This is an optimization exercise on Yosys and OpenROAD, whose aim is small area, a short achievable clock period and few clock cycles per item, not a production implementation.
At most, simulation tests tie the RTL to the original design; equivalence was not proved.

==> inputs of run a <==
==> flow/design.v <==
module gift128(input  wire clk,
               input  wire [127:0] P,
               input  wire [127:0] K,
               input  wire ld,
               output wire [127:0] C,
               output wire done);
    localparam R = 4;     
    localparam M = 4;     
    reg  [127:0] state;
    reg  [127:0] roundkey;
    reg  [5:0]   rc;        
    function [127:0] sub_cells(input [127:0] s);
        reg [31:0] s0, s1, s2, s3;
        begin
            {s0, s1, s2, s3} = s;
            s1 = s1 ^ (s0 & s2);
            s0 = s0 ^ (s1 & s3);
            s2 = s2 ^ (s0 | s1);
            s3 = s3 ^ s2;
            s1 = s1 ^ s3;
            s3 = ~s3;
            s2 = s2 ^ (s0 & s1);
            sub_cells = {s3, s1, s2, s0};
        end
    endfunction
    function [127:0] perm_ark(input [127:0] s, input [127:0] w, input [5:0] c);
        reg [31:0] s0, s1, s2, s3, p0, p1, p2, p3;
        integer b;
        begin
            {s0, s1, s2, s3} = s;
            for (b = 0; b < 8; b = b + 1) begin
                p0[b +  0] = s0[4*b+0]; p0[b + 24] = s0[4*b+1]; p0[b + 16] = s0[4*b+2]; p0[b +  8] = s0[4*b+3];
                p1[b +  8] = s1[4*b+0]; p1[b +  0] = s1[4*b+1]; p1[b + 24] = s1[4*b+2]; p1[b + 16] = s1[4*b+3];
                p2[b + 16] = s2[4*b+0]; p2[b +  8] = s2[4*b+1]; p2[b +  0] = s2[4*b+2]; p2[b + 24] = s2[4*b+3];
                p3[b + 24] = s3[4*b+0]; p3[b + 16] = s3[4*b+1]; p3[b +  8] = s3[4*b+2]; p3[b +  0] = s3[4*b+3];
            end
            p2 = p2 ^ w[95:64];
            p1 = p1 ^ w[31:0];
            p3 = p3 ^ {1'b1, 25'h0, c};
            perm_ark = {p0, p1, p2, p3};
        end
    endfunction
    function [127:0] key_update(input [127:0] w);
        begin
            key_update = {w[17:16], w[31:18], w[11:0], w[15:12], w[127:32]};
        end
    endfunction
    function [5:0] rc_update(input [5:0] c);
        begin
            rc_update = {c[4:0], ~(c[5] ^ c[4])};
        end
    endfunction
    wire [127:0] st [0:R];
    wire [127:0] kw [0:R];
    wire [5:0]   cw [0:R];
    wire [127:0] st_in [0:R-1];
    wire [127:0] kw_in [0:R-1];
    wire [5:0]   cw_in [0:R-1];
    assign st[0] = state;
    assign kw[0] = roundkey;
    assign cw[0] = rc;
    genvar j;
    generate
        for (j = 0; j < R; j = j + 1) begin : rnd
            if (j == M) begin : mx
                assign st_in[j] = ld ? P : st[j];
                assign kw_in[j] = ld ? K : kw[j];
                assign cw_in[j] = ld ? 6'h01 : cw[j];
            end else begin : nomx
                assign st_in[j] = st[j];
                assign kw_in[j] = kw[j];
                assign cw_in[j] = cw[j];
            end
            assign st[j+1] = perm_ark(sub_cells(st_in[j]), kw_in[j], cw_in[j]);
            assign kw[j+1] = key_update(kw_in[j]);
            assign cw[j+1] = rc_update(cw_in[j]);
        end
    endgenerate
    always @(posedge clk) begin
        state    <= ld ? P : st[R];
        roundkey <= ld ? K : kw[R];
        rc       <= ld ? 6'h01 : cw[R];
    end
    assign C    = state;
    assign done = (rc == 6'h34);    
endmodule
==> flow/run.sh <==
#!/bin/bash
# synth_recipe.tcl (not shown) runs the flow's synth.tcl, then flattens the netlist and writes it again
# the make line also repeats each setting of config.mk as NAME=value (left out here)
make -C /OpenROAD-flow-scripts/flow DESIGN_CONFIG=/design/flow/config.mk WORK_HOME=/design/flow/orfs CLKGATE_MAP_FILE= SYNTH_SCRIPT=/design/flow/synth_recipe.tcl finish
==> flow/config.mk <==
export PLATFORM = sky130hd
export DESIGN_NAME = gift128
export DESIGN_NICKNAME = gift128
export VERILOG_FILES = /design/flow/design.v
export SDC_FILE = /design/flow/constraint.sdc
export NUM_CORES = 4
export LEC_CHECK = 0
export CAP_MARGIN = 20
export CORE_MARGIN = 2
export CORE_UTILIZATION = 40
export SETUP_SLACK_MARGIN = 5
export SLEW_MARGIN = 20
==> flow/constraint.sdc <==
create_clock -name core_clock -period 10.0 [get_ports {clk}]
set_input_delay 2.0000 -clock core_clock [delete_from_list [all_inputs] [get_ports {clk}]]
set_output_delay 2.0000 -clock core_clock [all_outputs]
set_load 0.01 [all_outputs]
==> inputs of run b, as changes to run a <==
==> flow/design.v (replaced) <==
module gift128(input  wire clk,
               input  wire [127:0] P,
               input  wire [127:0] K,
               input  wire ld,
               output wire [127:0] C,
               output wire done);
    localparam R = 3;     
    localparam M = 2;     
    reg  [127:0] state;
    reg  [127:0] roundkey;
    reg  [5:0]   rc;        
    reg          done_r;    
    function [127:0] key_update(input [127:0] w);
        begin
            key_update = {w[17:16], w[31:18], w[11:0], w[15:12], w[127:32]};
        end
    endfunction
    function [5:0] rc_update(input [5:0] c);
        begin
            rc_update = {c[4:0], ~(c[5] ^ c[4])};
        end
    endfunction
    wire [127:0] st [0:R];
    wire [127:0] kw [0:R];
    wire [5:0]   cw [0:R];
    wire [127:0] st_in [0:R-1];
    wire [127:0] kw_in [0:R-1];
    wire [5:0]   cw_in [0:R-1];
    assign st[0] = state;
    assign kw[0] = roundkey;
    assign cw[0] = rc;
    genvar j;
    generate
        for (j = 0; j < R; j = j + 1) begin : rnd
            if (j == M) begin : mx
                assign st_in[j] = ld ? P : st[j];
                assign kw_in[j] = ld ? K : kw[j];
                assign cw_in[j] = ld ? 6'h01 : cw[j];
            end else begin : nomx
                assign st_in[j] = st[j];
                assign kw_in[j] = kw[j];
                assign cw_in[j] = cw[j];
            end
            gift_round round (.s(st_in[j]), .k1(kw_in[j][31:0]), .k2(kw_in[j][95:64]),
                              .c(cw_in[j]), .y(st[j+1]));
            assign kw[j+1] = key_update(kw_in[j]);
            assign cw[j+1] = rc_update(cw_in[j]);
        end
    endgenerate
    wire [5:0] rc_next = cw[R];
    always @(posedge clk) begin
        done_r   <= (rc_next == 6'h34);    
        state    <= st[R];
        roundkey <= kw[R];
        rc       <= rc_next;
    end
    assign C    = state;
    assign done = done_r;
endmodule
module gift_round(input wire [127:0] s, input wire [31:0] k1, input wire [31:0] k2,
                  input wire [5:0] c, output wire [127:0] y);
    reg [31:0] s0, s1, s2, s3, t, p0, p1, p2, p3;
    integer b;
    always @(*) begin
        {s0, s1, s2, s3} = s;
        s1 = s1 ^ (s0 & s2);
        s0 = s0 ^ (s1 & s3);
        s2 = s2 ^ (s0 | s1);
        s3 = s3 ^ s2;
        s1 = s1 ^ s3;
        s3 = ~s3;
        s2 = s2 ^ (s0 & s1);
        t = s0; s0 = s3; s3 = t;
        for (b = 0; b < 8; b = b + 1) begin
            p0[b +  0] = s0[4*b+0]; p0[b + 24] = s0[4*b+1]; p0[b + 16] = s0[4*b+2]; p0[b +  8] = s0[4*b+3];
            p1[b +  8] = s1[4*b+0]; p1[b +  0] = s1[4*b+1]; p1[b + 24] = s1[4*b+2]; p1[b + 16] = s1[4*b+3];
            p2[b + 16] = s2[4*b+0]; p2[b +  8] = s2[4*b+1]; p2[b +  0] = s2[4*b+2]; p2[b + 24] = s2[4*b+3];
            p3[b + 24] = s3[4*b+0]; p3[b + 16] = s3[4*b+1]; p3[b +  8] = s3[4*b+2]; p3[b +  0] = s3[4*b+3];
        end
        p1 = p1 ^ k1;
        p2 = p2 ^ k2;
        p3 = p3 ^ {1'b1, 25'h0, c};
    end
    assign y = {p0, p1, p2, p3};
endmodule
==> flow/flow/run.sh (new file) <==
#!/bin/bash
# The standard ORFS layout, with 1x port buffers instead of the default
# (clkdlybuf4s50_1) and, if flow/margin.txt exists, timing repair aimed that
# many ns below the clock period (setup margin). The make output goes to
# flow_std.log here; ORFS's per-step logs are under orfs/logs.
set -euo pipefail
ARGS=("BUFFER_PORTS_ARGS=-buffer_cell sky130_fd_sc_hd__buf_1")
if [[ -f flow/margin.txt ]]; then ARGS+=("SETUP_SLACK_MARGIN=$(cat flow/margin.txt)"); fi
bash standard.sh "${ARGS[@]}" finish > flow_std.log 2>&1
==> flow/flow/margin.txt (new file) <==
7.0
==> flow/standard.sh (new file) <==
#!/bin/bash
# synth_recipe.tcl (not shown) runs the flow's synth.tcl, then flattens the netlist and writes it again
# the make line also repeats each setting of config.mk as NAME=value (left out here)
make -C /OpenROAD-flow-scripts/flow DESIGN_CONFIG=/design/flow/config.mk WORK_HOME=/design/flow/orfs CLKGATE_MAP_FILE= SYNTH_SCRIPT=/design/flow/synth_recipe.tcl "${@:-finish}"
CORE_UTILIZATION = 55   (was 40)
CTS_CLUSTER_DIAMETER = 120   (was not set)
CTS_CLUSTER_SIZE = 24   (was not set)
SETUP_SLACK_MARGIN = not set   (was 5)
SYNTH_HIERARCHICAL = 1   (was not set)
removed: flow/run.sh
==> run summary <==
Run b went through all stages and came out clean. Run a ran to the end with no violations. Non-clock buffer count: run b is higher than run a (198). Against run a, the area after synthesis of run b is lower by 25%. Against run a, the cell count of run b is smaller by about 30%. Against run b, the routed wire length of run a is larger by about 50%. In run b the worst hold slack is lower than in run a, by 25 ps. Of run a and run b, run a has the higher critical path depth (gap 11). Against run a, the register-to-register slack of run b is higher by 2000 ps.
==> figures <==
item	run a	run b
Result of the run	timing/DRC/antenna clean	timing/DRC/antenna clean
First-pass iteration count of the detailed router	8	6
Routability-driven placement congestion ratio	1.023	0.9762
Vias post-DR	26,700	18,360
Number of inverters outside the clock class in the layout	41	0
Die extent in y	259.4 um	192.1 um
Number of multi-input combinational cells	2,819	1,822
Number of flip-flops and latches	262	263
Wire length of the first global-routing pass	164.6 mm	106.6 mm
Compound-Gate Fraction of Synth Area	22.70%	9.898%
Gate count of the mapped netlist	3,222	2,135
Pin count of the biggest net entering global routing	181	43
Buffer share of cell area	12.39%	16.72%
Routed length on met1	49.30 mm	32.13 mm
Effective utilization at floorplan	40.48%	56.04%
Area share of and/or/nand/nor cells after synthesis	21.31%	14.10%
Combined buffer and inverter count along the critical path	0	1
Reg2reg path depth	12	14
Clock Latency Late Sink	580 ps	520 ps
Final routed wirelength across all metal layers	119.0 mm	78.69 mm
Testbench counts of run b, summed over its fixed seeds: cycles 5,384, items 384.
No functional check of the RTL was part of run a.

==> re-timing with driven ports <==
How much do the figures lean on ideal ports? The routed layouts below were timed once more, with nothing changed but the port constraints.
Step 1 sets driving cells, clkbuf_16 on the clock port and buf_2 on the other inputs (assumed; they add their load-dependent delay and slew).
Step 2 moves the port delays by t, midway between the first and last clock arrival at a register: inputs arrive t later, outputs are due t later. That takes back most of the time a late clock gives input paths.
a / b / c = ideal ports / drivers / drivers and shift; a / b = the first two.
run	t (ns)	slack for setup (ns)	clock arrival spread, ns
run a	0.631	5.007 / 5.007 / 5.007	0.025 / 0.025
run b	0.567	6.945 / 6.801 / 6.235	0.018 / 0.019
After both steps setup and hold are still met in every run listed. The setup slack of run b, which loses most, moves by -0.144 ns with the drivers and by -0.710 ns with both steps.
